What follows belongs to an exercise in optimizing a design on an open flow for small area and a short achievable clock period; a production flow would make more cautious choices.
Where RTL was checked, it was by simulation tests only, not by an equivalence proof against the original.

==> inputs of run a <==
## FLP_multiplier_4
module FLP_multiplier_4(
    input [31:0] A,
    input [31:0] B,
    input rst,
    input clk,
    output [31:0] result
);
==> module FLP_multiplier_4, before the edit <==
module FLP_multiplier_4(
    input [31:0] A,
    input [31:0] B,
    input rst,
    input clk,
    output [31:0] result
);
    reg [22:0] a1, b1;
    reg s1;
    reg [7:0] e1;
    wire [7:0] e0 = A[30:23] + B[30:23] + 8'd129;    
    always @(posedge clk) begin
        a1 <= A[22:0];
        b1 <= B[22:0];
        e1 <= e0;
        s1 <= A[31] ^ B[31];
    end
    wire [101:0] z;
    wire zc;
    mul_s1 st1(.a(a1), .b(b1), .z(z), .cout(zc));
    reg [101:0] z2;
    reg c2;
    reg [7:0] e2;
    reg sg2;
    always @(posedge clk) begin
        z2 <= z;
        c2 <= zc;
        e2 <= e1;
        sg2 <= s1;
    end
    wire hi;
    wire [22:0] m;
    mul_s2 st2(.z(z2), .cin(c2), .hi(hi), .m(m));
    wire [7:0] e = e2 + {7'd0, hi};
    reg [31:0] r3;
    always @(posedge clk) r3 <= {sg2, e, m};
    assign result = r3;
endmodule
make LEC_CHECK=0 CAP_MARGIN=20 CORE_MARGIN=2 CORE_UTILIZATION=40 SETUP_SLACK_MARGIN=3.5 SLEW_MARGIN=20 finish   # period 7.0 ns
run.sh (not shown) runs the stock make flow with config.mk's settings and CLKGATE_MAP_FILE= SYNTH_SCRIPT=/design/flow/synth_recipe.tcl, a recipe that flattens the netlist after the stock synthesis.
==> run b: changes against run a <==
--- a/flow/design.v
+++ b/flow/design.v
@@ -1890,7 +1890,8 @@
     wire hi;
     wire [22:0] m;
     mul_s2 st2(.z(z2), .cin(c2), .hi(hi), .m(m));
-    wire [7:0] e = e2 + {7'd0, hi};
+    wire [7:0] e2i = e2 + 8'd1;
+    wire [7:0] e = hi ? e2i : e2;
     reg [31:0] r3;
     always @(posedge clk) r3 <= {sg2, e, m};
     assign result = r3;
==> flow/flow/run.sh (new file) <==
#!/bin/bash
set -o pipefail
bash standard.sh SYNTH_ARGS=-noabc finish > flow_make.log 2>&1
==> flow/standard.sh (new file) <==
#!/bin/bash
# synth_recipe.tcl (not shown) runs the flow's synth.tcl, then flattens the netlist and writes it again
# the make line also repeats each setting of config.mk as NAME=value (left out here)
make -C /OpenROAD-flow-scripts/flow DESIGN_CONFIG=/design/flow/config.mk WORK_HOME=/design/flow/orfs CLKGATE_MAP_FILE= SYNTH_SCRIPT=/design/flow/synth_recipe.tcl "${@:-finish}"
removed: flow/run.sh
==> run c: changes against run a <==
--- a/flow/design.v
+++ b/flow/design.v
@@ -1890,7 +1890,8 @@
     wire hi;
     wire [22:0] m;
     mul_s2 st2(.z(z2), .cin(c2), .hi(hi), .m(m));
-    wire [7:0] e = e2 + {7'd0, hi};
+    wire [7:0] e2i = e2 + 8'd1;
+    wire [7:0] e = hi ? e2i : e2;
     reg [31:0] r3;
     always @(posedge clk) r3 <= {sg2, e, m};
     assign result = r3;
==> flow/flow/run.sh (new file) <==
#!/bin/bash
set -o pipefail
bash standard.sh ADDER_MAP_FILE= finish > flow_make.log 2>&1
==> flow/standard.sh (new file) <==
#!/bin/bash
# synth_recipe.tcl (not shown) runs the flow's synth.tcl, then flattens the netlist and writes it again
# the make line also repeats each setting of config.mk as NAME=value (left out here)
make -C /OpenROAD-flow-scripts/flow DESIGN_CONFIG=/design/flow/config.mk WORK_HOME=/design/flow/orfs CLKGATE_MAP_FILE= SYNTH_SCRIPT=/design/flow/synth_recipe.tcl "${@:-finish}"
removed: flow/run.sh
==> summary of the runs <==
- Run c ran to the end with no violations. Run a finished with timing, DRC and antenna clean. Run b finished clean.
- Wire length, highest first: run b, run c, run a.
- Of run a and run c, run c has the higher fmax (gap about 6.6%, measured against run c).
- The highest first-iteration DRC count belongs to run c, the lowest to run b.
- In run a the global-route usage is higher than in run c, by 2.6 points.
- Between run b and run c, the lower synthesized cell count is in run b (gap about 40%, measured against run c).
- Against run c, the register-to-register slack of run a is lower by 0.25 ns.
- Via count: run b < run a < run c.
- Critical path depth, highest first: run a, run c, run b.
No run of this note included a check of the RTL's function; only the layout flow was run.

---

==> build 52 <==
Another version of the RTL of FLP_multiplier_4 (not shown whole).
==> module FLP_multiplier_4, before the edit <==
module FLP_multiplier_4(
    input [31:0] A,
    input [31:0] B,
    input rst,
    input clk,
    output [31:0] result
);
    reg [22:0] a1, b1;
    reg s1;
    reg [7:0] ea1, eb1;
    always @(posedge clk) begin
        a1 <= A[22:0];
        b1 <= B[22:0];
        ea1 <= A[30:23];
        eb1 <= B[30:23];
        s1 <= A[31] ^ B[31];
    end
    wire [7:0] e1 = ea1 + eb1 + 8'd129;
    wire [25:0] a3_0 = {2'b01, A[22:0]} + {1'b1, A[22:0], 1'b0};
    reg [25:0] a3_1;
    always @(posedge clk) a3_1 <= a3_0;
    wire [39:0] dg0;
    booth8_enc enc(.b(B[22:0]), .dg(dg0));
    reg [39:0] dg1;
    always @(posedge clk) dg1 <= dg0;
    wire [71:0] z;
    wire zc;
    mul_s1 st1(.a(a1), .a3(a3_1), .dg(dg1), .z(z), .cout(zc));
    reg [71:0] z2;
    reg c2;
    reg [7:0] e2;
    reg sg2;
    always @(posedge clk) begin
        z2 <= z;
        c2 <= zc;
        e2 <= e1;
        sg2 <= s1;
    end
    wire hi;
    wire [22:0] m, ml, mh;
    mul_s2 st2(.z(z2), .cin(c2), .hi(hi), .ml(ml), .mh(mh), .m(m));
    wire [7:0] e2i = e2 + 8'd1;
    wire [7:0] e = hi ? e2i : e2;
    reg [31:0] r3;
    always @(posedge clk) r3 <= {sg2, e, m};
    assign result = r3;
endmodule
clock: 7.0 ns
lec_check: 0
cap_margin: 20
core_margin: 2
core_utilization: 40
setup_slack_margin: 4.0
slew_margin: 20
standard.sh (not shown) runs the stock make flow with config.mk's settings and CLKGATE_MAP_FILE= SYNTH_SCRIPT=/design/flow/synth_recipe.tcl, a recipe that flattens the netlist after the stock synthesis.
==> flow/flow/run.sh <==
#!/bin/bash
set -o pipefail
bash standard.sh ADDER_MAP_FILE= "BUFFER_PORTS_ARGS=-buffer_cell sky130_fd_sc_hd__buf_2" finish > flow_make.log 2>&1
==> build 71: changes against build 52 <==
--- a/flow/design.v
+++ b/flow/design.v
@@ -1030,15 +1030,14 @@
 );
     reg [22:0] a1, b1;
     reg s1;
-    reg [7:0] ea1, eb1;
+    reg [7:0] e1;
+    wire [7:0] e0 = A[30:23] + B[30:23] + 8'd129;    
     always @(posedge clk) begin
         a1 <= A[22:0];
         b1 <= B[22:0];
-        ea1 <= A[30:23];
-        eb1 <= B[30:23];
+        e1 <= e0;
         s1 <= A[31] ^ B[31];
     end
-    wire [7:0] e1 = ea1 + eb1 + 8'd129;
     wire [25:0] a3_0 = {2'b01, A[22:0]} + {1'b1, A[22:0], 1'b0};
     reg [25:0] a3_1;
     always @(posedge clk) a3_1 <= a3_0;
@@ -1063,8 +1062,16 @@
     wire [22:0] m, ml, mh;
     mul_s2 st2(.z(z2), .cin(c2), .hi(hi), .ml(ml), .mh(mh), .m(m));
     wire [7:0] e2i = e2 + 8'd1;
-    wire [7:0] e = hi ? e2i : e2;
-    reg [31:0] r3;
-    always @(posedge clk) r3 <= {sg2, e, m};
-    assign result = r3;
+    reg [22:0] ml3, mh3;
+    reg [7:0] e3;
+    reg hi3, sg3;
+    always @(posedge clk) begin
+        ml3 <= ml;
+        mh3 <= mh;
+        e3 <= e2;
+        hi3 <= hi;
+        sg3 <= sg2;
+    end
+    wire [7:0] e3i = e3 + 8'd1;
+    assign result = {sg3, hi3 ? e3i : e3, hi3 ? mh3 : ml3};
 endmodule
--- a/flow/config.mk
+++ b/flow/config.mk
@@ -8,5 +8,5 @@
 export CAP_MARGIN = 20
 export CORE_MARGIN = 2
 export CORE_UTILIZATION = 40
-export SETUP_SLACK_MARGIN = 4.0
+export SETUP_SLACK_MARGIN = 3.5
 export SLEW_MARGIN = 20
==> results.txt <==
Drt initial violations -> 2111
Netlist cell types -> 85
Initial antenna violation count -> 0
Pre-CTS WS -> 2.85 ns
CP dominant cell by count -> and3_4
Layout cells sized above 1 -> 0.253
Total CTS buffers -> 26
FF-to-FF End -> r3[29]
Status -> no timing/DRC/antenna violations
Mean post-synth cell area -> 7.99 µm²
Total Routing Usage GR -> 0.244
Layout Nets -> 2802
Synth cell count leaders -> xnor2_1 (520), dfxtp_1 (217), nand2_1 (180)
Non-clk bufs -> 274
-- figures above: build 52

==> results.txt <==
Status -> no timing/DRC/antenna violations
Initial antenna violation count -> 1
Non-clk bufs -> 155
Mean post-synth cell area -> 8.15 µm²
Synth cell count leaders -> xnor2_1 (529), dfxtp_1 (233), nand2_1 (176)
Layout Nets -> 2685
Netlist cell types -> 90
Layout cells sized above 1 -> 0.126
Total CTS buffers -> 27
FF-to-FF End -> z2[37]
Pre-CTS WS -> 3.12 ns
CP dominant cell by count -> xnor2_1
-- figures above: build 71

Only the layout flow was run in build 52; the RTL was not checked for function there.

---

==> inputs of 03-08 <==
Another version of the RTL of FLP_multiplier_4 (not shown whole).
## FLP_multiplier_4
module FLP_multiplier_4(
    input [31:0] A,
    input [31:0] B,
    input rst,
    input clk,
    output [31:0] result
);
export LEC_CHECK = 0
export CAP_MARGIN = 20
export CORE_MARGIN = 2
export CORE_UTILIZATION = 40
export CTS_BUF_LIST = sky130_fd_sc_hd__clkbuf_4 sky130_fd_sc_hd__clkbuf_8
export SETUP_SLACK_MARGIN = 4.0
export SLEW_MARGIN = 20
create_clock -name core_clock -period 7.0 [get_ports {clk}]
==> flow/flow/run.sh <==
#!/bin/bash
set -o pipefail
bash standard.sh ADDER_MAP_FILE= SYNTH_ARGS=-noabc "BUFFER_PORTS_ARGS=-buffer_cell sky130_fd_sc_hd__buf_2" finish > flow_make.log 2>&1
==> 02-07: changes against 03-08 <==
- SETUP_SLACK_MARGIN: 4.0 -> 3.5
==> 06-16: changes against 03-08 <==
==> flow/flow/run.sh (replaced) <==
#!/bin/bash
set -o pipefail
bash standard.sh ADDER_MAP_FILE= "BUFFER_PORTS_ARGS=-buffer_cell sky130_fd_sc_hd__buf_2" finish > flow_make.log 2>&1
- SETUP_SLACK_MARGIN: 4.0 -> 3.5
==> 04-14: changes against 03-08 <==
- SETUP_SLACK_MARGIN: 4.0 -> 3.75
==> results.txt <==
layout cells sized above 1 0.123; register area share after synthesis 0.198; Area Growth Syn to Fin 9.48%; first-pass GRT wire length 102000 um; pin count of the biggest net entering global routing 40; area of the multi-input gates 0.0161 sq mm; R2R Setup Slk 3.67 ns; top cell type's share of synthesized area 0.210; mux contribution to synthesized area 0.0116; status complete, no violations; Slew HR 0.352; clock network area share 0.0348
(the above is from 02-07)
==> results.txt <==
layout cells sized above 1 0.289; clock network area share 0.0301; top cell type's share of synthesized area 0.210; pin count of the biggest net entering global routing 32; status complete, no violations; Slew HR 0.378; mux contribution to synthesized area 0.0116
(the above is from 03-08)
==> results.txt <==
Area Growth Syn to Fin 12.8%; clock network area share 0.0332; status complete, no violations; area of the multi-input gates 0.0164 sq mm; first-pass GRT wire length 104000 um; register area share after synthesis 0.198; pin count of the biggest net entering global routing 32
(the above is from 04-14)
==> results.txt <==
area of the multi-input gates 0.0160 sq mm; mux contribution to synthesized area 0.0102; status complete, no violations; R2R Setup Slk 3.59 ns; layout cells sized above 1 0.123; pin count of the biggest net entering global routing 49; clock network area share 0.0380; first-pass GRT wire length 108000 um; Area Growth Syn to Fin 9.49%; Slew HR 0.450
(the above is from 06-16)

[port drivers added, routing unchanged]
How much do the figures lean on ideal ports? The routed layouts below were timed once more, with nothing changed but the port constraints. Step 1 sets driving cells, clkbuf_16 on the clock port and buf_2 on the other inputs (assumed; they add their load-dependent delay and slew). Step 2 also shifts input and output timing later by t, the mid clock arrival at the registers, as if the neighbouring blocks saw the same clock. Three values: no drivers, after step 1, after step 2; two values: the first two.
run | t (ns) | setup WS [ns] | clock arrival spread, ns | worst slew at a driven data input, ns | pins driven straight from the clock port
run a | 0.552 | 3.192 / 3.192 / 3.192 | 0.016 / 0.017 | 0.07 | 1
run b | 0.558 | 3.286 / 3.286 / 3.286 | 0.019 / 0.019 | 0.05 | 1
run c | 0.552 | 3.442 / 3.442 / 3.038 | 0.022 / 0.022 | 0.05 | 1
build 52 | 0.615 | 3.772 / 3.772 / 3.236 | 0.021 / 0.021 | 0.06 | 1
build 71 | 0.627 | 3.624 / 3.606 / 3.099 | 0.015 / 0.015 | 0.06 | 1
03-08 | 0.649 | 3.865 / 3.865 / 3.241 | 0.015 / 0.015 | 0.07 | 1
02-07 | 0.635 | 3.673 / 3.673 / 3.101 | 0.057 / 0.057 | 0.06 | 1
06-16 | 0.646 | 3.590 / 3.590 / 3.300 | 0.074 / 0.074 | 0.03 | 1
04-14 | 0.623 | 3.810 / 3.810 / 3.264 | 0.033 / 0.033 | 0.07 | 1
After both steps setup and hold are still met in every run listed. For 03-08, which loses most, drivers alone change the setup slack by 0.000 ns; drivers and shift together by -0.624 ns.
